Source: an optimization exercise on an open RTL-to-GDS flow (aim: small area). Production flows keep margins and buffers that such runs may drop.
Function was checked by simulation only, so behaviour that the tests miss may differ from the original.
Power and IR drop assume default switching activity.

`flow/run.sh`:
```
#!/bin/bash
# synth_recipe.tcl (not shown) runs the flow's synth.tcl, then flattens the netlist and writes it again
# the make line also repeats each setting of config.mk as NAME=value (left out here)
make -C /OpenROAD-flow-scripts/flow DESIGN_CONFIG=/design/flow/config.mk WORK_HOME=/design/flow/orfs CLKGATE_MAP_FILE= SYNTH_SCRIPT=/design/flow/synth_recipe.tcl finish
```
`flow/constraint.sdc`:
```
create_clock -name core_clock -period 11.0 [get_ports {clk}]
set_input_delay 2.2000 -clock core_clock [delete_from_list [all_inputs] [get_ports {clk}]]
set_output_delay 2.2000 -clock core_clock [all_outputs]
set_load 0.01 [all_outputs]
```
`flow/config.mk`:
```
export PLATFORM = sky130hd
export DESIGN_NAME = Game
export DESIGN_NICKNAME = Game
export VERILOG_FILES = /design/flow/design.v
export SDC_FILE = /design/flow/constraint.sdc
export NUM_CORES = 4
export LEC_CHECK = 0
export CAP_MARGIN = 20
export CORE_MARGIN = 2
export CORE_UTILIZATION = 40
export SLEW_MARGIN = 20
```
`flow/design.v`:
```
module IP_PS2_keyboard(clk,rst,ps2_clk,ps2_dat,key,key_stb);
	input clk,rst,ps2_clk,ps2_dat;
	output reg [1:0] key;
	output key_stb;
	reg [3:0] fc;
	always @(posedge clk or negedge rst)
		if(!rst) fc <= 4'd9;
		else if(ps2_clk) begin
			if(fc==4'd10) fc <= 4'd1;
			else if(fc[3]) fc <= 4'd9;
			else fc <= fc + 4'd1;
		end
		else begin
			if(fc==4'd8 || fc==4'd9) fc <= 4'd10;
			else fc <= 4'd0;
		end
	wire rise = (fc==4'd8);
	wire fall = (fc==4'd10);
	reg [3:0] bc;
	always @(posedge clk or negedge rst)
		if(!rst) bc <= 4'd0;
		else if(fall) bc <= (bc==4'd10) ? 4'd0 : bc + 4'd1;
	reg ok;
	reg e;
	always @(*)
		case(bc)
			4'd3: e = ~key[0];
			4'd4: e = key[1] & key[0];
			4'd5: e = ~(key[1] & key[0]);
			4'd6: e = 1'b1;
			4'd7: e = 1'b1;
			default: e = 1'b0;
		endcase
	always @(posedge clk)
		if(fall) begin
			if(bc==4'd1) begin key[1] <= ps2_dat; ok <= 1'b1; end
			if(bc==4'd2) key[0] <= ps2_dat;
			if(bc>=4'd3 && bc<=4'd8) ok <= ok & (ps2_dat == e);
		end
	reg d1,d2;
	always @(posedge clk or negedge rst)
		if(!rst) begin d1 <= 1'b0; d2 <= 1'b0; end
		else begin d1 <= rise && (bc==4'd10); d2 <= d1; end
	assign key_stb = d2 & ok;
endmodule
module ps2_deal_Model(clk,rst,key,key_stb,dir);
	input clk;
	input rst;
	input [1:0] key;
	input key_stb;
	output reg [1:0] dir;
	always @(posedge clk or negedge rst)
		if(!rst) dir <= 2'b00;
		else if(key_stb) dir <= key;
endmodule
module Game_control(clk,rst,dir,cx,sx,cy,sy,vis,vga_red,vga_green,vga_blue,the_end);
	input clk;
	input rst;
	input [1:0] dir;
	input [6:0] cx;
	input [3:0] sx;
	input [5:0] cy;
	input [3:0] sy;
	input vis;
	output vga_red;
	output vga_blue;
	output vga_green;
	output reg the_end;
	reg [10:0] lfsr;
	reg temp;
	wire lfsr_top = &lfsr;
	always @(posedge clk or negedge rst)
		if(!rst) begin lfsr <= 11'h7fe; temp <= 1'b0; end
		else begin
			lfsr <= {lfsr[9:0], lfsr[10]^lfsr[8]};
			if(lfsr_top) temp <= ~temp;
		end
	wire tick = lfsr_top & ~temp;
	reg [5:0] hx, hy;
	reg hit;
	wire wx_hi = (hx==6'd51);    
	wire wx_lo = (hx==6'd57);    
	wire wy_hi = (hy==6'd43);
	wire wy_lo = (hy==6'd5);
	wire wrap = wx_hi | wx_lo | wy_hi | wy_lo;
	always @(posedge clk or negedge rst)
		if(!rst) begin hx <= 6'd10; hy <= 6'd20; the_end <= 1'b0; end
		else if(tick) begin
			if(wx_hi) hx <= 6'd58;
			else if(wx_lo) hx <= 6'd50;
			else if(wy_hi) hy <= 6'd6;
			else if(wy_lo) hy <= 6'd42;
			else if(hit) the_end <= 1'b1;
			else case(dir)
				2'b11: hx <= hx - 6'd1;
				2'b01: hy <= hy + 6'd1;
				2'b10: hy <= hy - 6'd1;
				default: hx <= hx + 6'd1;
			endcase
		end
	reg [5:0] bx[1:15];
	reg [5:0] by[1:15];
	integer k;
	always @(posedge clk)
		if(tick && !wrap && !hit) begin
			bx[1] <= hx; by[1] <= hy;
			for(k=2; k<=15; k=k+1) begin
				bx[k] <= bx[k-1]; by[k] <= by[k-1];
			end
		end
	reg [4:0] fx, ot;
	reg [5:0] fy, pt;
	reg change;
	reg [3:0] a;
	wire eat = (hx=={1'b0,fx}) && (hy==fy);
	always @(posedge clk or negedge rst)
		if(!rst) begin
			fx <= 5'd20; fy <= 6'd30; ot <= 5'd0; pt <= 6'd8;
			change <= 1'b0; a <= 4'd0;
		end
		else begin
			change <= eat;
			if(eat && !change) a <= a + 4'd1;
			if(change) begin fx <= ot; fy <= pt; end
			else if(ot==5'd31) ot <= 5'd0;
			else if(pt==6'd41) pt <= 6'd8;
			else begin ot <= ot + 5'd1; pt <= pt + 6'd1; end
		end
	wire [5:0] qx = vis ? cx[5:0] : hx;
	wire [5:0] qy = vis ? cy : hy;
	reg [15:1] e;
	reg any, pe;
	reg [3:0] hc;
	always @(*) begin
		any = 1'b0;
		pe = 1'b0;
		for(k=1; k<=15; k=k+1) begin
			e[k] = (qx==bx[k]) && (qy==by[k]);
			if(vis ? (k <= a) : (k < a)) any = any | e[k];
			if(hc == k) pe = pe | e[k];
		end
	end
	reg pend;
	wire wrapinc = eat && !change && (a==4'd15);
	always @(posedge clk or negedge rst)
		if(!rst) begin hc <= 4'd1; pend <= 1'b0; hit <= 1'b0; end
		else begin
			if(!vis) begin
				if((any && !wrapinc) || (pend && pe)) hit <= 1'b1;
			end
			if(wrapinc) pend <= (hc!=4'd15);
			else if(!vis) pend <= 1'b0;
			if(!(wrapinc && hc!=4'd15) && !pend)
				hc <= (hc >= a) ? 4'd1 : hc + 4'd1;
		end
	wire sub_ok = (sx!=4'd0) && (sy!=4'd0);
	wire hin = !(hx==6'd50 || hx==6'd51 || hx==6'd57) && !(hy==6'd5 || hy==6'd42 || hy==6'd43);
	assign vga_green = sub_ok && hin && (cx[5:0]==hx) && (cy==hy);
	assign vga_blue = sub_ok && any;
	assign vga_red = sub_ok && (cx[5:0]=={1'b0,fx}) && (cy==fy);
endmodule
module Game_backgroud(cx,sx,cy,sy,vga_green);
	input [6:0] cx;
	input [3:0] sx;
	input [5:0] cy;
	input [3:0] sy;
	output vga_green;
	assign vga_green =
		(((cx > 7'd57) || ((cx == 7'd57) && (sx > 4'd0))) && (cx < 7'd58) && ((cy > 7'd5) || ((cy == 7'd5) && (sy > 4'd0))) && (cy < 7'd44)) |
		(((cx > 7'd115) || ((cx == 7'd115) && (sx > 4'd0))) && (cx < 7'd116) && ((cy > 7'd5) || ((cy == 7'd5) && (sy > 4'd0))) && (cy < 7'd44)) |
		(((cx > 7'd57) || ((cx == 7'd57) && (sx > 4'd0))) && (cx < 7'd116) && ((cy > 7'd5) || ((cy == 7'd5) && (sy > 4'd0))) && (cy < 7'd6)) |
		(((cx > 7'd57) || ((cx == 7'd57) && (sx > 4'd0))) && (cx < 7'd116) && ((cy > 7'd43) || ((cy == 7'd43) && (sy > 4'd0))) && (cy < 7'd44)) |
		(((cx > 7'd58) || ((cx == 7'd58) && (sx > 4'd0))) && (cx < 7'd59) && ((cy > 7'd2) || ((cy == 7'd2) && (sy > 4'd0))) && (cy < 7'd4)) |
		(((cx > 7'd61) || ((cx == 7'd61) && (sx > 4'd0))) && (cx < 7'd62) && ((cy > 7'd0) || ((cy == 7'd0) && (sy > 4'd0))) && (cy < 7'd4)) |
		(((cx > 7'd58) || ((cx == 7'd58) && (sx > 4'd0))) && (cx < 7'd62) && ((cy > 7'd2) || ((cy == 7'd2) && (sy > 4'd0))) && ((cy < 7'd2) || ((cy == 7'd2) && (sy < 4'd5)))) |
		(((cx > 7'd58) || ((cx == 7'd58) && (sx > 4'd0))) && (cx < 7'd62) && ((cy > 7'd3) || ((cy == 7'd3) && (sy > 4'd5))) && (cy < 7'd4)) |
		(((cx > 7'd74) || ((cx == 7'd74) && (sx > 4'd0))) && (cx < 7'd75) && ((cy > 7'd0) || ((cy == 7'd0) && (sy > 4'd0))) && (cy < 7'd4)) |
		(((cx > 7'd74) || ((cx == 7'd74) && (sx > 4'd0))) && (cx < 7'd77) && ((cy > 7'd3) || ((cy == 7'd3) && (sy > 4'd5))) && (cy < 7'd4)) |
		(((cx > 7'd89) || ((cx == 7'd89) && (sx > 4'd0))) && (cx < 7'd90) && ((cy > 7'd0) || ((cy == 7'd0) && (sy > 4'd0))) && (cy < 7'd4)) |
		(((cx > 7'd92) || ((cx == 7'd92) && (sx > 4'd0))) && (cx < 7'd93) && ((cy > 7'd0) || ((cy == 7'd0) && (sy > 4'd0))) && (cy < 7'd4)) |
		(((cx > 7'd89) || ((cx == 7'd89) && (sx > 4'd0))) && (cx < 7'd93) && ((cy > 7'd1) || ((cy == 7'd1) && (sy > 4'd8))) && ((cy < 7'd2) || ((cy == 7'd2) && (sy < 4'd3))));
endmodule
module merge(the_end,vga_b_green,vga_c_red,vga_c_green,vga_c_blue,vga_t_green,vga_red,vga_blue,vga_green);
	input the_end;
	input vga_b_green;
	input vga_c_red;
	input vga_c_blue;
	input vga_c_green;
	input vga_t_green;
	output vga_red;
	output vga_blue;
	output vga_green;
	assign vga_red =  the_end ? 1'b0 : vga_c_red ;
	assign vga_blue = the_end ? 1'b0 : vga_c_blue;
	assign vga_green = the_end ? vga_t_green : (vga_b_green | vga_c_green);
endmodule
module The_End(cx,sx,cy,sy,vga_green);
	input [6:0] cx;
	input [3:0] sx;
	input [5:0] cy;
	input [3:0] sy;
	output vga_green;
	assign vga_green =
		(((cx > 7'd60) || ((cx == 7'd60) && (sx > 4'd0))) && (cx < 7'd66) && ((cy > 7'd20) || ((cy == 7'd20) && (sy > 4'd0))) && ((cy < 7'd20) || ((cy == 7'd20) && (sy < 4'd5)))) |
		(((cx > 7'd63) || ((cx == 7'd63) && (sx > 4'd0))) && ((cx < 7'd63) || ((cx == 7'd63) && (sx < 4'd5))) && ((cy > 7'd20) || ((cy == 7'd20) && (sy > 4'd0))) && (cy < 7'd30)) |
		(((cx > 7'd70) || ((cx == 7'd70) && (sx > 4'd0))) && ((cx < 7'd70) || ((cx == 7'd70) && (sx < 4'd5))) && ((cy > 7'd20) || ((cy == 7'd20) && (sy > 4'd0))) && (cy < 7'd30)) |
		(((cx > 7'd70) || ((cx == 7'd70) && (sx > 4'd0))) && (cx < 7'd76) && ((cy > 7'd25) || ((cy == 7'd25) && (sy > 4'd0))) && ((cy < 7'd25) || ((cy == 7'd25) && (sy < 4'd5)))) |
		(((cx > 7'd75) || ((cx == 7'd75) && (sx > 4'd5))) && (cx < 7'd76) && ((cy > 7'd25) || ((cy == 7'd25) && (sy > 4'd0))) && (cy < 7'd30)) |
		(((cx > 7'd80) || ((cx == 7'd80) && (sx > 4'd0))) && (cx < 7'd86) && ((cy > 7'd22) || ((cy == 7'd22) && (sy > 4'd0))) && ((cy < 7'd22) || ((cy == 7'd22) && (sy < 4'd5)))) |
		(((cx > 7'd80) || ((cx == 7'd80) && (sx > 4'd0))) && ((cx < 7'd80) || ((cx == 7'd80) && (sx < 4'd5))) && ((cy > 7'd22) || ((cy == 7'd22) && (sy > 4'd0))) && (cy < 7'd30)) |
		(((cx > 7'd80) || ((cx == 7'd80) && (sx > 4'd0))) && (cx < 7'd86) && ((cy > 7'd25) || ((cy == 7'd25) && (sy > 4'd0))) && ((cy < 7'd25) || ((cy == 7'd25) && (sy < 4'd5)))) |
		(((cx > 7'd80) || ((cx == 7'd80) && (sx > 4'd0))) && (cx < 7'd86) && ((cy > 7'd29) || ((cy == 7'd29) && (sy > 4'd5))) && (cy < 7'd30)) |
		(((cx > 7'd85) || ((cx == 7'd85) && (sx > 4'd5))) && (cx < 7'd86) && ((cy > 7'd22) || ((cy == 7'd22) && (sy > 4'd0))) && ((cy < 7'd25) || ((cy == 7'd25) && (sy < 4'd5)))) |
		(((cx > 7'd90) || ((cx == 7'd90) && (sx > 4'd0))) && (cx < 7'd96) && ((cy > 7'd20) || ((cy == 7'd20) && (sy > 4'd0))) && ((cy < 7'd20) || ((cy == 7'd20) && (sy < 4'd5)))) |
		(((cx > 7'd90) || ((cx == 7'd90) && (sx > 4'd0))) && ((cx < 7'd90) || ((cx == 7'd90) && (sx < 4'd5))) && ((cy > 7'd20) || ((cy == 7'd20) && (sy > 4'd0))) && (cy < 7'd30)) |
		(((cx > 7'd90) || ((cx == 7'd90) && (sx > 4'd0))) && (cx < 7'd95) && ((cy > 7'd25) || ((cy == 7'd25) && (sy > 4'd0))) && ((cy < 7'd25) || ((cy == 7'd25) && (sy < 4'd5)))) |
		(((cx > 7'd90) || ((cx == 7'd90) && (sx > 4'd0))) && (cx < 7'd96) && ((cy > 7'd29) || ((cy == 7'd29) && (sy > 4'd5))) && (cy < 7'd30)) |
		(((cx > 7'd100) || ((cx == 7'd100) && (sx > 4'd0))) && ((cx < 7'd100) || ((cx == 7'd100) && (sx < 4'd5))) && ((cy > 7'd23) || ((cy == 7'd23) && (sy > 4'd0))) && (cy < 7'd30)) |
		(((cx > 7'd100) || ((cx == 7'd100) && (sx > 4'd0))) && (cx < 7'd106) && ((cy > 7'd23) || ((cy == 7'd23) && (sy > 4'd0))) && ((cy < 7'd23) || ((cy == 7'd23) && (sy < 4'd5)))) |
		(((cx > 7'd105) || ((cx == 7'd105) && (sx > 4'd5))) && (cx < 7'd106) && ((cy > 7'd23) || ((cy == 7'd23) && (sy > 4'd0))) && (cy < 7'd30)) |
		(((cx > 7'd110) || ((cx == 7'd110) && (sx > 4'd0))) && ((cx < 7'd110) || ((cx == 7'd110) && (sx < 4'd5))) && ((cy > 7'd25) || ((cy == 7'd25) && (sy > 4'd0))) && (cy < 7'd30)) |
		(((cx > 7'd110) || ((cx == 7'd110) && (sx > 4'd0))) && (cx < 7'd116) && ((cy > 7'd25) || ((cy == 7'd25) && (sy > 4'd0))) && ((cy < 7'd25) || ((cy == 7'd25) && (sy < 4'd5)))) |
		(((cx > 7'd110) || ((cx == 7'd110) && (sx > 4'd0))) && (cx < 7'd116) && ((cy > 7'd29) || ((cy == 7'd29) && (sy > 4'd5))) && (cy < 7'd30)) |
		(((cx > 7'd115) || ((cx == 7'd115) && (sx > 4'd5))) && (cx < 7'd116) && ((cy > 7'd20) || ((cy == 7'd20) && (sy > 4'd0))) && (cy < 7'd30));
endmodule
module Game_Main_Model(clk,rst,dir,cx,sx,cy,sy,vis,vga_red,vga_blue,vga_green);
	input clk;
	input rst;
	input [1:0] dir;
	input [6:0] cx;
	input [3:0] sx;
	input [5:0] cy;
	input [3:0] sy;
	input vis;
	output vga_red;
	output vga_blue;
	output vga_green;
	wire vga_b_green,vga_c_red,vga_c_blue,vga_c_green,vga_t_green;
	wire the_end;
	Game_control U1(.clk(clk),.rst(rst),.dir(dir),.cx(cx),.sx(sx),.cy(cy),.sy(sy),.vis(vis),
		.vga_red(vga_c_red),.vga_green(vga_c_green),.vga_blue(vga_c_blue),.the_end(the_end));
	Game_backgroud U2(.cx(cx),.sx(sx),.cy(cy),.sy(sy),.vga_green(vga_b_green));
	merge U3(.the_end(the_end),.vga_b_green(vga_b_green),.vga_c_red(vga_c_red),
		.vga_c_blue(vga_c_blue),.vga_c_green(vga_c_green),.vga_t_green(vga_t_green),
		.vga_red(vga_red),.vga_blue(vga_blue),.vga_green(vga_green));
	The_End U4(.cx(cx),.sx(sx),.cy(cy),.sy(sy),.vga_green(vga_t_green));
endmodule
module IP_VGA_640X480(clk,rst,rgb_sig,vga_rgb,vga_hs,vga_vs,cx,sx,cy,sy,vis);
	input clk;
	input rst;
	input[2:0] rgb_sig;
	output[2:0] vga_rgb;
	output vga_hs, vga_vs;
	output reg [6:0] cx;
	output reg [3:0] sx;
	output reg [5:0] cy;
	output reg [3:0] sy;
	output vis;
	reg clk_25M;
	always@(posedge clk or negedge rst)
		if(!rst) clk_25M<=0;
		else clk_25M<=~clk_25M;
	wire h_end = (cx==7'd119) && (sx==4'd5);
	wire v_end = (cy==6'd48) && (sy==4'd9);
	always@(posedge clk or negedge rst) begin
		if(!rst) begin
			cx<=7'd39; sx<=4'd6;
			cy<=6'd60; sy<=4'd9;
		end
		else if(!clk_25M) begin
			if(h_end) begin
				cx<=7'd39; sx<=4'd6;
				if(v_end) begin cy<=6'd60; sy<=4'd9; end
				else if(sy==4'd9) begin sy<=4'd0; cy<=cy+6'd1; end
				else sy<=sy+4'd1;
			end
			else if(sx==4'd9) begin sx<=4'd0; cx<=cx+7'd1; end
			else sx<=sx+4'd1;
		end
	end
	assign vga_hs = !((cx < 7'd49) || ((cx==7'd49) && (sx < 4'd2)));
	assign vga_vs = !(((cy==6'd60) && (sy==4'd9)) || ((cy==6'd61) && (sy==4'd0)));
	assign vis = (cx >= 7'd54) && (cx <= 7'd117) && (cy < 6'd48);
	assign vga_rgb = vis ? rgb_sig : 3'b000;
endmodule
module Game
	(
		input clk,
		input rst,
		input ps2_clk,
		input ps2_dat,
        output vga_hs,
        output vga_vs,
		output[2:0] vga_rgb
	);
	wire key_stb,vis,vga_red,vga_blue,vga_green;
	wire [1:0] key, dir;
	wire [6:0] cx;
	wire [3:0] sx, sy;
	wire [5:0] cy;
	IP_PS2_keyboard U0(.clk(clk),.rst(rst),.ps2_clk(ps2_clk),.ps2_dat(ps2_dat),
		.key(key),.key_stb(key_stb));
	ps2_deal_Model U1(.clk(clk),.rst(rst),.key(key),.key_stb(key_stb),.dir(dir));
	Game_Main_Model U2(.clk(clk),.rst(rst),.dir(dir),.cx(cx),.sx(sx),.cy(cy),.sy(sy),.vis(vis),
		.vga_red(vga_red),.vga_blue(vga_blue),.vga_green(vga_green));
	IP_VGA_640X480 U3(.clk(clk),.rst(rst),.rgb_sig({vga_red,vga_green,vga_blue}),
		.vga_rgb(vga_rgb),.vga_hs(vga_hs),.vga_vs(vga_vs),.cx(cx),.sx(sx),.cy(cy),.sy(sy),.vis(vis));
endmodule
```
==> results of run 1 <==
[worst reg2reg max path, cell delays in order (launching register included)]
cell and delay, ns:
dfstp_2 0.51, buf_4 0.41, nand3_1 0.60, o21ai_4 0.90, buf_4 0.44, mux2_2 0.40
a2111o_1 0.38, or3_1 0.32, o221ai_1 0.18, nor3b_1 0.09, o2111ai_1 0.31, a31oi_1 0.13
o31ai_1 0.11
[registers in the layout (all words and copies together), names as in the netlist, 5 cells and up]
signal	count
U2.U1.hx	6
U2.U1.fy	6
U2.U1.bx	90
U2.U1.pt	6
U2.U1.fx	5
U2.U1.lfsr	11
U3.cx	7
U2.U1.hy	6
U2.U1.by	90
U3.cy	6
U2.U1.ot	5
[final cells by class]
class | instances | area [sq um] | share of cell area
diodes | 1 | 2.50 | 0.000138
clock buffers | 37 | 851 | 0.0468
clock inverters | 21 | 224 | 0.0123
inverters | 72 | 270 | 0.0149
multi-input cells | 1110 | 8040 | 0.442
flip-flops and latches | 275 | 7840 | 0.431
well taps | 532 | 666 | 0.0366
repair buffers | 34 | 285 | 0.0157
[placed cells by master (no fill, tap or decap), drive strengths merged, types with 27 or more instances in the layout]
| cell type | count |
|---|---|
| nand3 | 46 |
| inv | 73 |
| xor2 | 134 |
| nor2 | 83 |
| clkbuf | 37 |
| nor4 | 35 |
| nand2 | 94 |
| nor3 | 47 |
| dfrtp | 56 |
| dfstp | 36 |
| a21oi | 52 |
| ha | 36 |
| xnor2 | 115 |
| buf | 27 |
| o21ai | 66 |
| nand4 | 41 |
| edfxtp | 183 |
[cells by family (layout without fill, tap and decap cells)]
family / count (synthesis) / in the layout / share of synthesized area
flops: 275 / 275 / 0.473
fa+ha+maj: 38 / 38 / 0.0296
simple gates: 415 / 415 / 0.129
mux: 40 / 40 / 0.0258
compound gates: 368 / 368 / 0.168
other cells: 0 / 1 / 0
xor+xnor: 249 / 249 / 0.132
buf+inv: 169 / 164 / 0.0429
[power by group]
group	switching [mW]	internal, mW	leakage [nW]
combinational	0.0115	0.00628	3.14
sequential	0.00622	1.10	2.15
clock	0.458	0.631	0.536
total	0.476	1.73	5.83
[routing by layer]
metal | routed length, um | track usage
met5 | 0 | 0
met4 | 2440 | 0.103
met3 | 5010 | 0.0422
met2 | 23600 | 0.372
met1 | 22500 | 0.343
[worst paths after layout]
kind                            slack [ns]           to  cells past startpoint      from
min in group asynchronous             1.56  U2.U1.pt[2]                      1       rst
worst max-delay path                  2.65   vga_rgb[0]                     13  U3.cx[5]
worst min-delay path                  0.36        U0.d2                      0     U0.d1
worst max register to register        6.16    U2.U1.hit                     12  U3.cx[5]
max in group asynchronous             8.24  U2.U1.hc[2]                      2       rst
worst min register to register        0.36        U0.d2                      0     U0.d1
==> results by group, run 1 <==
Worst setup path
  – WS Path Type: flop to output port
  – CP Buf/Inv Count: 3
  – Startpoint types: flop
  – Top delay family on crit path: compound AO/OA/AOI/OAI gates
  – Worst path slowest cell: o21ai_4
  – Crit. End Element: output port
  – CP arrival: 6.15 ns
  – Most common cell on crit path: buf_4
  – Worst-path maximum fanout: 26
  – Data required time at the worst endpoint: 8.80 ns
  – CP cell instances: buf_4 -> nand3_1 -> o21ai_4 -> buf_4 -> mux2i_1 -> o22ai_1 -> a211o_1 -> or3_1 -> nand4_1 -> o21a_1 -> nor2_2 -> a2111oi_2 -> clkdlybuf4s50_1
  – CP max stage delay: 0.89 ns

Die
  – Row cnt: 74
  – Ports: 9
  – Chip height: 208 um
  – Die ar.: 43100 sq um
  – Core ar.: 40800 sq um
  – Die X: 208 um
  – Initial core utilization: 0.406

Logic synthesis
  – Seq cells post-synth: 275
  – Most frequent cells after synthesis: 183 x edfxtp_1, 134 x xor2_1, 115 x xnor2_1
  – Mean area per synthesized cell: 10.7 sq um
  – Cell Area, Synth: 16600 sq um
  – Post-synthesis instance total: 1554
  – Synth top area share: 0.331
  – Unique masters post-synth: 99
  – Synthesized Nets: 1596
  – EDFF count, synth: 183
  – Synthesis Warnings: 6
  – Most common cell in the netlist: edfxtp_1
  – Yosys top cell by area: edfxtp_1
  – Seq/Total Area, Yosys: 0.473
  – Most used DFF post-synth: edfxtp_1
  – Synth area leaders: edfxtp_1 33%, dfrtp_1 8.5%, xor2_1 7.1%, xnor2_1 6.1%, dfstp_2 5.7%
  – Ys async rst share: 0.335

Global route
  – Vias in the first global route: 12700
  – Wire length of the first global-routing pass: 81100 um
  – Initial antenna violation count: 0
  – Largest net degree at the start of global routing: 176
  – GRT Total Usage: 0.244
  – Grt ovf: 0

Routing
  – DRT iter0 DRCs: 1816
  – Vias per cell: 6.31
  – Antenna Violating Nets Remaining: 0
  – Vias after detailed routing: 13100
  – WL per Instance: 25.7 um
  – Routed WL: 53500 um
  – Drt drc: 0
  – First-pass iteration count of the detailed router: 6

Cells and area
  – Finished Cell Area: 18200 sq um
  – Fill cell count: 3758
  – Net count, final: 1566
  – Core Util, Final: 0.445
  – Area growth from synthesis to layout: 9.69%
  – Finished Layout Cells: 2082
  – Layout cells sized above 1: 0.114

Min path
  – Hold WC Path Type: flop to flop

STA
  – Post-route setup TNS: 0 ns
  – Fin crit period: 8.35 ns
  – Hold_ws: 0.359 ns
  – Max-slew violations: 0
  – Skew final: 0.0327 ns
  – # setup viols final: 0
  – Worst-margin pin slew: 1.18 ns
  – RSZ-0062 raised after global routing: no
  – Relative max-transition margin: 0.208
  – Fin. Hold Viols: 0
  – Max Freq: 120 MHz
  – Final WS setup: 2.65 ns
  – Final period util: 0.759

Clock network
  – Post CTS Setup Buffer Count: 0
  – Clock Latency Late Sink: 0.60 ns
  – CTS clk-pin slew, worst paths: 0.06 ns
  – Clock sink count: 275
  – Inserted Clock Buffers: 31
  – Hold Buf Count CTS: 0
  – CTS tree: built
  – Clock Path Buffers: 3
  – H-tree depth: 1
  – CTS resizes: 0
  – Root buffer cell: clkbuf_16

Outcome
  – Status: timing/DRC/antenna clean

Power
  – PwrDens: 122 nW/um^2
  – Worst VDD drop: 109 uV
  – Pleak: 5.83 nW
  – Total Power: 2.21 mW

Placement
  – Placer congestion estimate: 0.949
  – Place WS: 3.39 ns
  – Placed Area: 17100 sq um
  – Port Buffers: 8
  – Placed cell count: 2023
  – Detail Placement HPWL: 36800 um

Flow run
  – Number of max-cap violations: 0
==> run 2, diff against run 1 <==
--- a/flow/config.mk
+++ b/flow/config.mk
@@ -7,5 +7,6 @@
 export LEC_CHECK = 0
 export CAP_MARGIN = 20
 export CORE_MARGIN = 2
-export CORE_UTILIZATION = 40
+export CORE_UTILIZATION = 60
 export SLEW_MARGIN = 20
+export SYNTH_HIERARCHICAL = 1
==> results by group, run 2 <==
STA
  – Relative max-transition margin: 0.314
  – # setup viols final: 0
  – Hold_ws: 0.348 ns
  – Skew final: 0.0162 ns
  – Fin. Hold Viols: 0
  – Max Freq: 121 MHz
  – Post-route setup TNS: 0 ns
  – RSZ-0062 raised after global routing: no
  – Max-slew violations: 0
  – Fin crit period: 8.24 ns
  – Final period util: 0.749
  – Worst-margin pin slew: 1.03 ns

Cells and area
  – Commonest non-fill, non-tap cells in the layout: 225 x xnor2_1, 183 x edfxtp_1, 59 x nand2_1, 57 x nor2_1
  – # diodes: 0
  – Area growth from synthesis to layout: 7.12%
  – Net count, final: 1279
  – Largest regs: U2.U1.bx (90), U2.U1.by (90), U2.U1.lfsr (11)
  – Layout cells sized above 1: 0.125
  – Finished Layout Cells: 1582
  – Fill cell count: 1873
  – Most common cell after layout, fill and taps aside: xnor2_1

Worst setup path
  – CP Buf/Inv Count: 4
  – CP cell instances: ha_1 -> o21ai_0 -> a21oi_1 -> o221ai_1 -> inv_1 -> buf_4 -> mux2i_4 -> xnor2_1 -> nor4_1 -> nand3_1 -> o22ai_1 -> a22oi_1 -> a31oi_2 -> nor4b_2 -> nor3_1 -> nor2b_1 -> inv_1 -> nor2_1 -> clkdlybuf4s50_1
  – Most common cell on crit path: inv_1
  – Reg2reg path depth: 15
  – CP max stage delay: 0.90 ns
  – RR Endpoint: U2.U1.hit
  – Startpoint types: flop
  – Data required time at the worst endpoint: 8.80 ns
  – Crit. End Element: output port
  – Worst path slowest cell: dfstp_2
  – Top delay family on crit path: simple AND/OR/NAND/NOR gates
  – WS Path Type: flop to output port
  – CP arrival: 6.04 ns
  – R2R setup slack: 6.26 ns
  – Worst reg2reg startpoint: U3.cx[1]
  – Worst-path maximum fanout: 32

Logic synthesis
  – Unique masters post-synth: 101
  – Most frequent cells after synthesis: 225 x xnor2_1, 183 x edfxtp_1, 59 x nand2_1
  – Synth top area share: 0.368
  – Seq cells post-synth: 275
  – EDFF count, synth: 183
  – Yosys top cell by area: edfxtp_1
  – Most common cell in the netlist: xnor2_1
  – Mean area per synthesized cell: 12.1 sq um
  – Cell Area, Synth: 14900 sq um
  – Post-synthesis instance total: 1235
  – Seq/Total Area, Yosys: 0.525
  – Synth area leaders: edfxtp_1 37%, xnor2_1 13%, dfrtp_1 9.4%, dfstp_2 6.3%, ha_1 3.2%
  – Synthesis Warnings: 12
  – Ys async rst share: 0.335
  – Most used DFF post-synth: edfxtp_1
  – Synthesized Nets: 1279

Routing
  – Drt drc: 0
  – Routed WL: 32600 um
  – DRT iter0 DRCs: 919
  – First-pass iteration count of the detailed router: 5
  – Vias after detailed routing: 9494
  – WL per Instance: 20.6 um
  – Antenna Violating Nets Remaining: 0
  – Vias per cell: 6.00

Clock network
  – Hold Buf Count CTS: 0
  – CTS tree: built
  – CTS clk-pin slew, worst paths: 0.06 ns
  – Clock Latency Late Sink: 0.57 ns
  – Clock sink count: 275
  – CTS resizes: 0
  – Inserted Clock Buffers: 29
  – Root buffer cell: clkbuf_16
  – H-tree depth: 1
  – Post CTS Setup Buffer Count: 0
  – Clock Path Buffers: 3

Placement
  – Port Buffers: 8
  – Detail Placement HPWL: 22000 um
  – Placed cell count: 1528
  – Placer congestion estimate: 0.921

Die
  – Initial core utilization: 0.613
  – Chip height: 162 um
  – Ports: 9
  – Die X: 162 um
  – Die ar.: 26200 sq um
  – Core ar.: 24400 sq um
  – Row cnt: 57

Global route
  – Gr busiest metal: met2
  – Wire length of the first global-routing pass: 51700 um
  – Grt met3 use: 0.0317
  – Vias in the first global route: 9265
  – Grt ovf: 0
  – Largest net degree at the start of global routing: 82
  – Initial antenna violation count: 0
  – GRT met1 Usage: 0.356
  – Met2 Use GR: 0.416
  – GRT Total Usage: 0.253

Min path
  – Hold depth: 0
  – Hold wc startpoint: U0.d1
  – Worst min-delay path endpoint: U0.d2
  – Hold WC Path Type: flop to flop

Flow run
  – Number of max-cap violations: 0

Power
  – PwrDens: 127 nW/um^2
  – Pleak: 4.97 nW
  – Worst VDD drop: 123 uV

Outcome
  – Status: timing/DRC/antenna clean
run 2: cell types whose count changed in the layout (fill, tap and decap cells not counted), moves of 17 or more:
| cell | delta |
|---|---|
| a21oi_1 | -17 |
| buf_4 | -18 |
| nand2_1 | -34 |
| nand4_1 | -18 |
| nor2_1 | -23 |
| nor3_1 | -27 |
| nor4_1 | +21 |
| o21ai_0 | -19 |
| o22ai_1 | -18 |
| xnor2_1 | +110 |
| xor2_1 | -116 |
run 2: how the worst max path moves through the flow:
stage	start	endpoint	slack, ns	cells past startpoint
after CTS	U3.cx[1]	vga_rgb[0]	2.76	19
final	U3.cx[1]	vga_rgb[0]	2.76	19
after detailed placement	U3.cx[1]	vga_rgb[0]	3.36	19
after global placement	U3.cx[1]	vga_rgb[0]	3.42	19
after global routing	U3.cx[0]	vga_rgb[0]	2.32	19
after floorplan	U2.U1.hx[3]	U2.U1.hx[5]	4.68	8
run 2: cell type report:
cell class	instances	area [sq um]	area share
Sequential cell	275	7840	0.490
Multi-Input combinational cell	859	6560	0.410
Clock buffer	47	813	0.0508
Tap cell	324	405	0.0253
Inverter	55	206	0.0129
Timing Repair Buffer	15	130	0.00813
Clock inverter	7	55.1	0.00344
run 2: Yosys stat by module (local to each module, per instance), a selection:
module / area (sq um) / flops+latches
The_End: 719 / 0
merge: 25.0 / 0
IP_PS2_keyboard: 754 / 13
Game_backgroud: 478 / 0
IP_VGA_640X480: 1380 / 22
ps2_deal_Model: 72.6 / 2
Game_control: 11500 / 238
run 2: routing by layer:
layer  vias to the layer above  share of wire
met5                         -              0
met4                         0          0.030
met2                       278           0.48
met3                        67          0.047
met1                      4633           0.45
li1                       4516              -
run 2: per-stage QoR:
step	total power [mW]	area, sq um	setup slack (ns)	utilization
after floorplan	1.13	14900	4.68	-
after global placement	1.14	15100	3.42	0.621
after detailed placement	1.14	15100	3.36	0.621
after CTS	2.04	16000	2.76	0.656
after global routing	2.08	16000	2.32	0.656
final	2.03	16000	2.76	0.656
run 2: kinds of logic (layout without fill, tap and decap cells):
logic type	count (synthesis)	after routing	share of synthesized area
compound gates	194	194	0.0919
xor+xnor	243	243	0.142
fa+ha+maj	40	40	0.0345
buf+inv	101	124	0.0368
flops	275	275	0.525
mux	37	37	0.0370
simple gates	345	345	0.133
run 2: power by group:
group | leakage (nW) | internal (mW) | switching [mW]
clock network | 0.416 | 0.506 | 0.401
registers | 2.15 | 1.10 | 0.00557
logic | 2.40 | 0.00670 | 0.0112
total | 4.97 | 1.61 | 0.417
==> run 3, diff against run 2 <==
--- a/flow/design.v
+++ b/flow/design.v
@@ -53,7 +53,7 @@
 		if(!rst) dir <= 2'b00;
 		else if(key_stb) dir <= key;
 endmodule
-module Game_control(clk,rst,dir,cx,sx,cy,sy,vis,vga_red,vga_green,vga_blue,the_end);
+module Game_control(clk,rst,dir,cx,sx,cy,sy,bnd,vga_red,vga_green,vga_blue,the_end);
 	input clk;
 	input rst;
 	input [1:0] dir;
@@ -61,7 +61,7 @@
 	input [3:0] sx;
 	input [5:0] cy;
 	input [3:0] sy;
-	input vis;
+	input bnd;
 	output vga_red;
 	output vga_blue;
 	output vga_green;
@@ -78,16 +78,17 @@
 	wire tick = lfsr_top & ~temp;
 	reg [5:0] hx, hy;
 	reg hit;
-	wire wx_hi = (hx==6'd51);    
-	wire wx_lo = (hx==6'd57);    
+	wire [5:0] hxp1 = hx + 6'd1;
+	wire wx_hi = (hx==6'd50);    
+	wire wx_lo = (hx==6'd56);    
 	wire wy_hi = (hy==6'd43);
 	wire wy_lo = (hy==6'd5);
 	wire wrap = wx_hi | wx_lo | wy_hi | wy_lo;
 	always @(posedge clk or negedge rst)
-		if(!rst) begin hx <= 6'd10; hy <= 6'd20; the_end <= 1'b0; end
+		if(!rst) begin hx <= 6'd9; hy <= 6'd20; the_end <= 1'b0; end
 		else if(tick) begin
-			if(wx_hi) hx <= 6'd58;
-			else if(wx_lo) hx <= 6'd50;
+			if(wx_hi) hx <= 6'd57;
+			else if(wx_lo) hx <= 6'd49;
 			else if(wy_hi) hy <= 6'd6;
 			else if(wy_lo) hy <= 6'd42;
 			else if(hit) the_end <= 1'b1;
@@ -95,69 +96,102 @@
 				2'b11: hx <= hx - 6'd1;
 				2'b01: hy <= hy + 6'd1;
 				2'b10: hy <= hy - 6'd1;
-				default: hx <= hx + 6'd1;
+				default: hx <= hxp1;
 			endcase
 		end
-	reg [5:0] bx[1:15];
-	reg [5:0] by[1:15];
-	integer k;
-	always @(posedge clk)
-		if(tick && !wrap && !hit) begin
-			bx[1] <= hx; by[1] <= hy;
-			for(k=2; k<=15; k=k+1) begin
-				bx[k] <= bx[k-1]; by[k] <= by[k-1];
-			end
-		end
-	reg [4:0] fx, ot;
+	wire shift = tick && !wrap && !hit;
+	reg [4:0] fx1, ot;
 	reg [5:0] fy, pt;
 	reg change;
 	reg [3:0] a;
-	wire eat = (hx=={1'b0,fx}) && (hy==fy);
+	wire eat = (hxp1=={1'b0,fx1}) && (hy==fy);
 	always @(posedge clk or negedge rst)
 		if(!rst) begin
-			fx <= 5'd20; fy <= 6'd30; ot <= 5'd0; pt <= 6'd8;
+			fx1 <= 5'd20; fy <= 6'd30; ot <= 5'd0; pt <= 6'd8;
 			change <= 1'b0; a <= 4'd0;
 		end
 		else begin
 			change <= eat;
 			if(eat && !change) a <= a + 4'd1;
-			if(change) begin fx <= ot; fy <= pt; end
+			if(change) begin fx1 <= ot; fy <= pt; end
 			else if(ot==5'd31) ot <= 5'd0;
 			else if(pt==6'd41) pt <= 6'd8;
 			else begin ot <= ot + 5'd1; pt <= pt + 6'd1; end
 		end
-	wire [5:0] qx = vis ? cx[5:0] : hx;
-	wire [5:0] qy = vis ? cy : hy;
-	reg [15:1] e;
-	reg any, pe;
-	reg [3:0] hc;
+	reg [31:0] rv;
+	reg [3:0] R;
+	reg pf, sk;
+	reg [1:0] pd;
+	wire [3:0] Rn = R + 4'd1 + {3'd0,shift};
+	wire [1:0] d = (pf && R==4'd1) ? pd : rv[1:0];
+	always @(posedge clk)
+		rv <= {(shift && R==4'd0) ? dir : d, rv[31:2]};
+	always @(posedge clk or negedge rst)
+		if(!rst) begin R <= 4'd0; pf <= 1'b0; sk <= 1'b0; end
+		else begin
+			R <= Rn;
+			sk <= shift && (R==4'd15);
+			if(shift && R!=4'd0) pf <= 1'b1;
+			else if(R==4'd1) pf <= 1'b0;
+		end
+	always @(posedge clk)
+		if(shift) pd <= dir;
+	reg [5:0] ax, ay;
+	wire anchor = (R==4'd0) || (shift && R==4'd15);
+	reg [5:0] px, py;
 	always @(*) begin
-		any = 1'b0;
-		pe = 1'b0;
-		for(k=1; k<=15; k=k+1) begin
-			e[k] = (qx==bx[k]) && (qy==by[k]);
-			if(vis ? (k <= a) : (k < a)) any = any | e[k];
-			if(hc == k) pe = pe | e[k];
+		px = ax; py = ay;
+		if(anchor) begin px = hx; py = hy; end
+		else if(!sk) case(d)
+			2'b11: px = (ax==6'd49) ? 6'd57 : ax + 6'd1;
+			2'b00: px = (ax==6'd57) ? 6'd49 : ax - 6'd1;
+			2'b01: py = (ay==6'd6) ? 6'd42 : ay - 6'd1;
+			2'b10: py = (ay==6'd42) ? 6'd6 : ay + 6'd1;
+		endcase
+	end
+	always @(posedge clk) begin ax <= px; ay <= py; end
+	wire colm = (cx < 7'd53) || (cx > 7'd116);
+	wire [5:0] qx = colm ? hx : cx[5:0];
+	wire [5:0] qy = colm ? hy : cy;
+	wire match = ({px,py} == {qx,qy});
+	reg [3:0] nmi, cmi;
+	reg nm0, cm0;
+	wire take = match && (R!=4'd0) && ((nmi==4'd0) || (R < nmi));
+	wire [3:0] mmi = take ? R : nmi;
+	wire mm0 = nm0 | (match && (R==4'd0));
+	wire [3:0] smmi = mm0 ? 4'd1 : (mmi==4'd0) ? 4'd0 : mmi + 4'd1;
+	wire [3:0] scmi = cm0 ? 4'd1 : (cmi==4'd0) ? 4'd0 : cmi + 4'd1;
+	always @(posedge clk) begin
+		if(bnd) begin
+			cmi <= shift ? smmi : mmi;
+			cm0 <= shift ? 1'b0 : mm0;
+			nmi <= 4'd0;
+			nm0 <= 1'b0;
+		end
+		else begin
+			if(shift) begin cmi <= scmi; cm0 <= 1'b0; end
+			nmi <= shift ? smmi : mmi;
+			nm0 <= shift ? 1'b0 : mm0;
 		end
 	end
+	reg [3:0] hc;
 	reg pend;
 	wire wrapinc = eat && !change && (a==4'd15);
 	always @(posedge clk or negedge rst)
 		if(!rst) begin hc <= 4'd1; pend <= 1'b0; hit <= 1'b0; end
 		else begin
-			if(!vis) begin
-				if((any && !wrapinc) || (pend && pe)) hit <= 1'b1;
-			end
+			if(colm && match && (((R!=4'd0) && (R < a) && !wrapinc) || (pend && (R==hc))))
+				hit <= 1'b1;
 			if(wrapinc) pend <= (hc!=4'd15);
-			else if(!vis) pend <= 1'b0;
+			else if(colm && (R==hc)) pend <= 1'b0;
 			if(!(wrapinc && hc!=4'd15) && !pend)
 				hc <= (hc >= a) ? 4'd1 : hc + 4'd1;
 		end
 	wire sub_ok = (sx!=4'd0) && (sy!=4'd0);
-	wire hin = !(hx==6'd50 || hx==6'd51 || hx==6'd57) && !(hy==6'd5 || hy==6'd42 || hy==6'd43);
-	assign vga_green = sub_ok && hin && (cx[5:0]==hx) && (cy==hy);
-	assign vga_blue = sub_ok && any;
-	assign vga_red = sub_ok && (cx[5:0]=={1'b0,fx}) && (cy==fy);
+	wire hin = !(hx==6'd49 || hx==6'd50 || hx==6'd56) && !(hy==6'd5 || hy==6'd42 || hy==6'd43);
+	assign vga_green = sub_ok && hin && (cx[5:0]==hxp1) && (cy==hy);
+	assign vga_blue = sub_ok && (cmi!=4'd0) && (cmi <= a);
+	assign vga_red = sub_ok && (cx[5:0]=={1'b0,fx1}) && (cy==fy);
 endmodule
 module Game_backgroud(cx,sx,cy,sy,vga_green);
 	input [6:0] cx;
@@ -223,7 +257,7 @@
 		(((cx > 7'd110) || ((cx == 7'd110) && (sx > 4'd0))) && (cx < 7'd116) && ((cy > 7'd29) || ((cy == 7'd29) && (sy > 4'd5))) && (cy < 7'd30)) |
 		(((cx > 7'd115) || ((cx == 7'd115) && (sx > 4'd5))) && (cx < 7'd116) && ((cy > 7'd20) || ((cy == 7'd20) && (sy > 4'd0))) && (cy < 7'd30));
 endmodule
-module Game_Main_Model(clk,rst,dir,cx,sx,cy,sy,vis,vga_red,vga_blue,vga_green);
+module Game_Main_Model(clk,rst,dir,cx,sx,cy,sy,vis,bnd,vga_red,vga_blue,vga_green);
 	input clk;
 	input rst;
 	input [1:0] dir;
@@ -232,12 +266,13 @@
 	input [5:0] cy;
 	input [3:0] sy;
 	input vis;
+	input bnd;
 	output vga_red;
 	output vga_blue;
 	output vga_green;
 	wire vga_b_green,vga_c_red,vga_c_blue,vga_c_green,vga_t_green;
 	wire the_end;
-	Game_control U1(.clk(clk),.rst(rst),.dir(dir),.cx(cx),.sx(sx),.cy(cy),.sy(sy),.vis(vis),
+	Game_control U1(.clk(clk),.rst(rst),.dir(dir),.cx(cx),.sx(sx),.cy(cy),.sy(sy),.bnd(bnd),
 		.vga_red(vga_c_red),.vga_green(vga_c_green),.vga_blue(vga_c_blue),.the_end(the_end));
 	Game_backgroud U2(.cx(cx),.sx(sx),.cy(cy),.sy(sy),.vga_green(vga_b_green));
 	merge U3(.the_end(the_end),.vga_b_green(vga_b_green),.vga_c_red(vga_c_red),
@@ -245,7 +280,7 @@
 		.vga_red(vga_red),.vga_blue(vga_blue),.vga_green(vga_green));
 	The_End U4(.cx(cx),.sx(sx),.cy(cy),.sy(sy),.vga_green(vga_t_green));
 endmodule
-module IP_VGA_640X480(clk,rst,rgb_sig,vga_rgb,vga_hs,vga_vs,cx,sx,cy,sy,vis);
+module IP_VGA_640X480(clk,rst,rgb_sig,vga_rgb,vga_hs,vga_vs,cx,sx,cy,sy,vis,bnd);
 	input clk;
 	input rst;
 	input[2:0] rgb_sig;
@@ -256,6 +291,7 @@
 	output reg [5:0] cy;
 	output reg [3:0] sy;
 	output vis;
+	output bnd;
 	reg clk_25M;
 	always@(posedge clk or negedge rst)
 		if(!rst) clk_25M<=0;
@@ -280,6 +316,7 @@
 	end
 	assign vga_hs = !((cx < 7'd49) || ((cx==7'd49) && (sx < 4'd2)));
 	assign vga_vs = !(((cy==6'd60) && (sy==4'd9)) || ((cy==6'd61) && (sy==4'd0)));
+	assign bnd = !clk_25M && (sx==4'd9);
 	assign vis = (cx >= 7'd54) && (cx <= 7'd117) && (cy < 6'd48);
 	assign vga_rgb = vis ? rgb_sig : 3'b000;
 endmodule
@@ -293,7 +330,7 @@
         output vga_vs,
 		output[2:0] vga_rgb
 	);
-	wire key_stb,vis,vga_red,vga_blue,vga_green;
+	wire key_stb,vis,bnd,vga_red,vga_blue,vga_green;
 	wire [1:0] key, dir;
 	wire [6:0] cx;
 	wire [3:0] sx, sy;
@@ -301,8 +338,8 @@
 	IP_PS2_keyboard U0(.clk(clk),.rst(rst),.ps2_clk(ps2_clk),.ps2_dat(ps2_dat),
 		.key(key),.key_stb(key_stb));
 	ps2_deal_Model U1(.clk(clk),.rst(rst),.key(key),.key_stb(key_stb),.dir(dir));
-	Game_Main_Model U2(.clk(clk),.rst(rst),.dir(dir),.cx(cx),.sx(sx),.cy(cy),.sy(sy),.vis(vis),
+	Game_Main_Model U2(.clk(clk),.rst(rst),.dir(dir),.cx(cx),.sx(sx),.cy(cy),.sy(sy),.vis(vis),.bnd(bnd),
 		.vga_red(vga_red),.vga_blue(vga_blue),.vga_green(vga_green));
 	IP_VGA_640X480 U3(.clk(clk),.rst(rst),.rgb_sig({vga_red,vga_green,vga_blue}),
-		.vga_rgb(vga_rgb),.vga_hs(vga_hs),.vga_vs(vga_vs),.cx(cx),.sx(sx),.cy(cy),.sy(sy),.vis(vis));
+		.vga_rgb(vga_rgb),.vga_hs(vga_hs),.vga_vs(vga_vs),.cx(cx),.sx(sx),.cy(cy),.sy(sy),.vis(vis),.bnd(bnd));
 endmodule
--- a/flow/config.mk
+++ b/flow/config.mk
@@ -9,4 +9,3 @@
 export CORE_MARGIN = 2
 export CORE_UTILIZATION = 60
 export SLEW_MARGIN = 20
-export SYNTH_HIERARCHICAL = 1
==> results by group, run 3 <==
Worst setup path
  – Reg2reg path depth: 20
  – R2R setup slack: 5.05 ns
  – WS Path Type: flop to output port
  – Worst-path maximum fanout: 24
  – CP cell instances: nor2_1 -> or4_4 -> and2_1 -> nor2_1 -> nand2_1 -> or3_1 -> o21ai_0 -> o21ai_0 -> o21ai_0 -> nand2_1 -> a31o_2 -> a311oi_1 -> clkdlybuf4s50_1
  – Worst reg2reg startpoint: U2.U1.R[1]
  – Startpoint types: flop
  – CP Capture Point: vga_rgb[1]
  – Worst path slowest cell: dfrtp_1
  – Top delay family on crit path: simple AND/OR/NAND/NOR gates
  – CP max stage delay: 0.90 ns
  – Crit. End Element: output port
  – RR Endpoint: U2.U1.cmi[2]
  – Cell count along the critical path: 13
  – CP Buf/Inv Count: 1
  – Most common cell on crit path: o21ai_0
  – Data required time at the worst endpoint: 8.80 ns
  – Critical Path Source: U3.cx[3]
  – CP arrival: 4.92 ns

STA
  – Max Freq: 141 MHz
  – Final WS setup: 3.88 ns
  – Skew final: 0.0105 ns
  – Relative max-transition margin: 0.343
  – # setup viols final: 0
  – Worst-margin pin slew: 0.978 ns
  – Max-slew violations: 0
  – RSZ-0062 raised after global routing: no
  – Fin crit period: 7.12 ns
  – Post-route setup TNS: 0 ns
  – Fin. Hold Viols: 0
  – Final period util: 0.647

Die
  – Initial core utilization: 0.607
  – Ports: 9
  – Die X: 135 um
  – Row cnt: 48
  – Chip height: 135 um
  – Die ar.: 18300 sq um
  – Core ar.: 17100 sq um

Clock network
  – Post CTS Setup Buffer Count: 0
  – CTS tree: built
  – CTS clk-pin slew, worst paths: 0.07 ns
  – Inserted Clock Buffers: 17
  – Clock sink count: 157
  – H-tree depth: 4
  – Clock Path Buffers: 2
  – Root buffer cell: clkbuf_16
  – Clock Latency Late Sink: 0.44 ns
  – Hold Buf Count CTS: 0
  – CTS resizes: 0

Min path
  – Hold WC Path Type: flop to flop

Global route
  – Vias in the first global route: 8012
  – Initial antenna violation count: 0
  – Largest net degree at the start of global routing: 67
  – GRT Total Usage: 0.285
  – Wire length of the first global-routing pass: 41700 um
  – Grt ovf: 0

Cells and area
  – # diodes: 0
  – Register Area: 3780 sq um
  – Fill cell count: 1438
  – Largest regs: U2.U1.rv (32), U2.U1.lfsr (11), U3.cx (7)
  – Layout cells sized above 1: 0.110
  – Net count, final: 1220
  – Finished Layout Cells: 1396
  – Most common cell after layout, fill and taps aside: nand2_1
  – Finished Cell Area: 11000 sq um
  – Area growth from synthesis to layout: 6.57%
  – Footprint of the multi-input gates: 6030 sq um
  – Max FFs per register: 32
  – Biggest register: U2.U1.rv
  – Commonest non-fill, non-tap cells in the layout: 118 x nand2_1, 90 x nor2_1, 82 x o21ai_0, 67 x a21oi_1, 62 x dfrtp_1

Logic synthesis
  – Synth area leaders: dfrtp_1 15%, dfxtp_1 9.5%, dfstp_2 9.1%, ha_1 6.9%, nand2_1 4.3%
  – Synthesis Warnings: 4
  – Most frequent cells after synthesis: 118 x nand2_1, 90 x nor2_1, 82 x o21ai_0
  – Mean area per synthesized cell: 8.67 sq um
  – Seq cells post-synth: 157
  – Post-synthesis instance total: 1194
  – Cell Area, Synth: 10400 sq um
  – Yosys top cell by area: dfrtp_1
  – Most common cell in the netlist: nand2_1
  – Unique masters post-synth: 96
  – Seq/Total Area, Yosys: 0.365
  – EDFF count, synth: 10
  – Synthesized Nets: 1256
  – Most used DFF post-synth: dfrtp_1
  – Ys async rst share: 0.624
  – Synth top area share: 0.150

Routing
  – Vias per cell: 6.31
  – Routed WL: 25400 um
  – Drt drc: 0
  – Vias after detailed routing: 8812
  – DRT iter0 DRCs: 867
  – First-pass iteration count of the detailed router: 6
  – WL per Instance: 18.2 um
  – Antenna Violating Nets Remaining: 0

Power
  – Psw: 0.309 mW
  – Power share of the sequential group: 0.487
  – Switching Share: 0.255
  – PwrDens: 110 nW/um^2
  – Worst VDD drop: 96.5 uV
  – Pleak: 4.57 nW
  – Gate power share: 0.016
  – Share of total power in the clock network: 0.496
  – P_int: 0.902 mW

Outcome
  – Status: timing/DRC/antenna clean

Flow run
  – Number of max-cap violations: 0

Placement
  – Detail Placement HPWL: 18000 um
  – Placer congestion estimate: 0.972
  – Port Buffers: 8
  – Placed cell count: 1364
  – Placed Area: 10400 sq um
  – Place WS: 4.46 ns
==> run 3: worst register-to-register path, delay by kind of cell (launching register included) <==
kind,cells,cell delay (ns)
and+or+nand+nor,6,2.06
AOI/OAI and AO/OA,7,1.64
adders and majority gates,2,0.63
DFF,1,0.52
muxes,2,0.49
buffers and inverters,2,0.22
xor gates and xnor gates,1,0.12
==> run 3: worst min-delay path by stage <==
stage	startpoint	end	cells after the start
floorplan	U2.U1.rv[2]	U2.U1.rv[0]	0
global placement	U2.U1.rv[19]	U2.U1.rv[17]	0
detailed placement	U2.U1.rv[26]	U2.U1.rv[24]	0
CTS	U2.U1.rv[26]	U2.U1.rv[24]	0
global route	U2.U1.rv[29]	U2.U1.rv[27]	0
finish	U2.U1.rv[22]	U2.U1.rv[20]	0
==> run 3: layout make-up <==
cell class,count,share of cell area
Timing Repair Buffer,15,0.0118
Multi-Input combinational cell,913,0.546
Sequential cell,157,0.342
Tap cell,225,0.0255
Clock inverter,15,0.0169
Inverter,54,0.0185
Clock buffer,17,0.0385
==> run 3: power by group through the flow <==
stage,Combinational (mW),Sequential (mW),Clock [mW]
6_report,0.0197,0.590,0.601
3_3_place_gp,0.0198,0.601,0
4_1_cts,0.0204,0.590,0.612
5_1_grt,0.0230,0.591,0.635
2_1_floorplan,0.0139,0.597,0
3_5_place_dp,0.0202,0.602,0
==> run 3: logic make-up after synthesis <==
| group | count (synthesis) | share of synthesized area |
|---|---|---|
| AOI/OAI and AO/OA | 301 | 0.189 |
| and+or+nand+nor | 448 | 0.226 |
| muxes | 28 | 0.0298 |
| buffers and inverters | 124 | 0.0528 |
| DFF | 157 | 0.365 |
| xor gates and xnor gates | 78 | 0.0660 |
| adders and majority gates | 58 | 0.0708 |
==> run 3: routing by layer <==
| metal | vias up | global-route usage | share of wire |
|---|---|---|---|
| li1 | 4218 | - | - |
| met1 | 4175 | 0.406 | 0.46 |
| met2 | 367 | 0.442 | 0.45 |
| met3 | 52 | 0.0576 | 0.068 |
| met4 | 0 | 0.0816 | 0.021 |
| met5 | - | 0 | 0 |
==> run 3: stage by stage <==
stage / hold WS, ns / power (mW) / util
after floorplan: 0.310 / 0.611 / -
after global placement: 0.310 / 0.621 / 0.611
after detailed placement: 0.313 / 0.622 / 0.611
after CTS: 0.331 / 1.22 / 0.647
after global routing: 0.331 / 1.25 / 0.647
final: 0.328 / 1.21 / 0.647
==> run 4, diff against run 3 <==
==> flow/flow/run.sh (new file) <==
#!/bin/bash
# Layout flow: the standard synthesis, then the combinational logic is
# mapped again for area (flip-flops kept as they are: same instances, names
# and cell types), then the standard layout from floorplan to finish.
set -euo pipefail
W=$PWD
R=$W/orfs/results/$FLOW_PLATFORM/Game/base
L=$W/orfs/logs/$FLOW_PLATFORM/Game/base
bash standard.sh $R/1_2_yosys.v > std_synth.log 2>&1
cp $R/1_2_yosys.v $W/1_2_yosys.std.v
bash flow/remap.sh $W/1_2_yosys.std.v $W/1_2_yosys.remap.v $L/1_2_yosys.log $W/flow/abc_area.script > remap.log 2>&1
cp $W/1_2_yosys.remap.v $R/1_2_yosys.v
bash standard.sh > std_flow.log 2>&1
==> flow/flow/abc_area.script (new file) <==
strash
dc2
dch
map -a
strash
dc2
dch
map -a
strash
dch
map -a
topo
==> flow/flow/remap.sh (new file) <==
#!/bin/bash
# remap.sh IN.v OUT.v YOSYSLOG ABCSCRIPT: maps the combinational logic of a
# mapped netlist again for area; the flip-flops (their instances, names and
# cell types) are kept as they are.
set -euo pipefail
IN=$1; OUT=$2; YLOG=$3; ABCS=$4
LIB=$FLOW_HOME/platforms/sky130hd/lib/sky130_fd_sc_hd__tt_025C_1v80.lib
DU=$(grep -o -- "-dont_use [A-Za-z0-9_]*" "$YLOG" | sort -u | tr '\n' ' ')
SEQ=$(python3 - "$LIB" <<'P'
import re, sys
t = open(sys.argv[1]).read()
cells = re.split(r'\n\s*cell\s*\(\s*"?', t)[1:]
print(' '.join(re.match(r'(\w+)', c).group(1) for c in cells
      if re.search(r'\b(ff|latch|statetable|ff_bank)\s*\(', c) or 'clock_gating' in c))
P
)
cat > remap.ys <<Y
read_liberty -ignore_miss_func $LIB
blackbox $SEQ
read_verilog $IN
hierarchy -top Game
flatten
opt_clean -purge
abc -script $ABCS -liberty $LIB $DU
opt_clean -purge
hilomap -singleton -hicell sky130_fd_sc_hd__conb_1 HI -locell sky130_fd_sc_hd__conb_1 LO
splitnets
opt_clean -purge
tee -o remap_stat.txt stat -liberty $LIB
write_verilog -noattr -nohex -nodec $OUT
Y
YS=${YOSYS_EXE:-$(command -v yosys || echo $FLOW_HOME/../tools/install/yosys/bin/yosys)}
"$YS" -s remap.ys
==> flow/standard.sh (new file) <==
#!/bin/bash
# synth_recipe.tcl (not shown) runs the flow's synth.tcl, then flattens the netlist and writes it again
# the make line also repeats each setting of config.mk as NAME=value (left out here)
make -C /OpenROAD-flow-scripts/flow DESIGN_CONFIG=/design/flow/config.mk WORK_HOME=/design/flow/orfs CLKGATE_MAP_FILE= SYNTH_SCRIPT=/design/flow/synth_recipe.tcl "${@:-finish}"
removed: flow/run.sh
==> results by group, run 4 <==
Outcome
  – Status: timing/DRC/antenna clean

Global route
  – Wire length of the first global-routing pass: 39600 um
  – Largest net degree at the start of global routing: 58
  – Grt ovf: 0
  – Vias in the first global route: 7868
  – GRT Total Usage: 0.311
  – Initial antenna violation count: 0

Worst setup path
  – CP max stage delay: 0.51 ns
  – Top delay family on crit path: compound AO/OA/AOI/OAI gates
  – WS Path Type: flop to flop
  – Startpoint types: flop
  – Worst reg2reg startpoint: U2.U1.hx[4]
  – R2R setup slack: 4.79 ns
  – CP Buf/Inv Count: 7
  – Worst-path maximum fanout: 29
  – Worst path slowest cell: dfrtp_1
  – Reg2reg path depth: 29
  – CP arrival: 6.37 ns
  – RR Endpoint: U2.U1.cmi[2]
  – Crit. End Element: flop
  – Data required time at the worst endpoint: 11.16 ns

STA
  – Max Freq: 161 MHz
  – Fin crit period: 6.21 ns
  – Worst-margin pin slew: 0.772 ns
  – Fin. Hold Viols: 0
  – RSZ-0062 raised after global routing: no
  – Max-slew violations: 0
  – Relative max-transition margin: 0.481
  – Skew final: 0.0133 ns
  – Final period util: 0.564
  – Post-route setup TNS: 0 ns
  – # setup viols final: 0

Placement
  – Port Buffers: 8
  – Placed Area: 9130 sq um
  – Detail Placement HPWL: 17600 um
  – Placer congestion estimate: 1.01

Logic synthesis
  – Post-synthesis instance total: 1206
  – Mean area per synthesized cell: 7.28 sq um
  – Synthesis Warnings: 4
  – Synthesized Nets: 1210
  – Cell Area, Synth: 8780 sq um

Min path
  – Worst min-delay path endpoint: U2.U1.rv[29]
  – Hold WC Path Type: flop to flop
  – Hold wc startpoint: U2.U1.rv[31]
  – Hold depth: 0

Cells and area
  – Area growth from synthesis to layout: 10.9%
  – Largest regs: U2.U1.rv (32), U2.U1.lfsr (11), U3.cx (7)
  – Register Area: 3780 sq um
  – # diodes: 0
  – Most common cell after layout, fill and taps aside: nor2_1
  – Net count, final: 1242
  – Layout cells sized above 1: 0.0616
  – Commonest non-fill, non-tap cells in the layout: 236 x nor2_1, 211 x clkinv_1, 150 x nand2_1, 99 x o21ai_0, 88 x a21oi_1
  – Fill cell count: 1242
  – Finished Cell Area: 9740 sq um
  – Biggest register: U2.U1.rv
  – Footprint of the multi-input gates: 4210 sq um
  – Core Util, Final: 0.675
  – Max FFs per register: 32

Clock network
  – Root buffer cell: clkbuf_16
  – CTS resizes: 0
  – Post CTS Setup Buffer Count: 0
  – Hold Buf Count CTS: 0
  – CTS clk-pin slew, worst paths: 0.06 ns
  – Clock Path Buffers: 2
  – Inserted Clock Buffers: 17
  – Clock Latency Late Sink: 0.43 ns
  – Clock sink count: 157
  – H-tree depth: 4
  – CTS tree: built

Die
  – Die X: 125 um
  – Row cnt: 44
  – Core ar.: 14400 sq um
  – Chip height: 125 um
  – Ports: 9
  – Initial core utilization: 0.609
  – Die ar.: 15600 sq um

Routing
  – First-pass iteration count of the detailed router: 6
  – Vias after detailed routing: 8504
  – WL per Instance: 16.4 um
  – Drt drc: 0
  – DRT iter0 DRCs: 906
  – Antenna Violating Nets Remaining: 0
  – Vias per cell: 5.93
  – Routed WL: 23500 um

Flow run
  – Number of max-cap violations: 0

Power
  – Worst VDD drop: 115 uV
  – PwrDens: 126 nW/um^2
  – Pleak: 3.78 nW
run 4: cell types whose count changed in the layout (fill, tap and decap cells not counted), moves of 21 or more:
cell      before  now
clkinv_1       1  211
nor2_1        90  236
ha_1          57    0
inv_1         52    0
xnor2_1       44   10
nand2_1      118  150
nand2b_1      27    0
a21oi_1       67   88
run 4: metrics by stage:
step | hold slack (ns) | setup WS, ns | cells | total power, mW
after floorplan | 0.310 | 5.39 | 1206 | 0.613
after global placement | 0.313 | 5.15 | 1403 | 0.625
after detailed placement | 0.312 | 4.95 | 1403 | 0.625
after CTS | 0.329 | 4.94 | 1435 | 1.24
after global routing | 0.335 | 4.11 | 1435 | 1.27
final | 0.322 | 4.79 | 1435 | 1.23
run 4: worst max path at each step:
| stage | slack, ns | endpoint | cells after the start | startpoint |
|---|---|---|---|---|
| final | 4.79 | U2.U1.cmi[2] | 29 | U2.U1.hx[4] |
| after global routing | 4.11 | U2.U1.cmi[2] | 31 | U2.U1.hx[4] |
| after CTS | 4.94 | U2.U1.cmi[2] | 29 | U2.U1.hx[4] |
| after detailed placement | 4.95 | U2.U1.cmi[2] | 29 | U2.U1.hx[4] |
| after global placement | 5.15 | U2.U1.cmi[2] | 29 | U2.U1.hx[4] |
| after floorplan | 5.39 | U2.U1.cmi[2] | 27 | U2.U1.hx[5] |
run 4: report_power, final:
| group | switching [mW] | internal [mW] |
|---|---|---|
| sequential | 0.00509 | 0.584 |
| combinational | 0.0177 | 0.00685 |
| clock | 0.252 | 0.362 |
run 4: layer usage:
layer / vias to the layer above / part of all wire / GRT usage
met4: 0 / 0.024 / 0.101
met5: - / 0 / 0
met3: 57 / 0.090 / 0.0732
li1: 4187 / - / -
met1: 3893 / 0.46 / 0.461
met2: 367 / 0.42 / 0.454
run 4: layout make-up:
| cell class | instances | share of cell area |
|---|---|---|
| Clock buffer | 18 | 0.0441 |
| Clock inverter | 14 | 0.0186 |
| Inverter | 211 | 0.0813 |
| Multi-Input combinational cell | 838 | 0.432 |
| Sequential cell | 157 | 0.388 |
| Tap cell | 184 | 0.0236 |
| Timing Repair Buffer | 13 | 0.0118 |

## separate check: timing with driven ports
No port has a modelled driver above. Below, the same layouts with a new extraction and two added sets of constraints.
Step 1 (the two cells are an assumption about what drives the block):
set clk [get_ports {clk}]
set_driving_cell -lib_cell sky130_fd_sc_hd__clkbuf_16 $clk
set_driving_cell -lib_cell sky130_fd_sc_hd__buf_2 [delete_from_list [all_inputs] $clk]
Step 2, shift: input delay + t, output delay - t, t = (earliest + latest rising clock arrival at the registers) / 2. This alone moves slack from input paths to output paths.
Three values: no drivers, after step 1, after step 2; two values: the first two.
run | shift t [ns] | setup WS [ns] | latest minus earliest clock arrival (ns)
run 1 | 0.637 | 2.652 / 2.599 / 3.235 | 0.033 / 0.033
run 2 | 0.607 | 2.761 / 2.714 / 3.321 | 0.017 / 0.018
run 3 | 0.482 | 3.885 / 3.838 / 4.320 | 0.010 / 0.010
run 4 | 0.469 | 4.791 / 4.791 / 4.791 | 0.014 / 0.014
After both steps setup and hold are still met in every run listed.
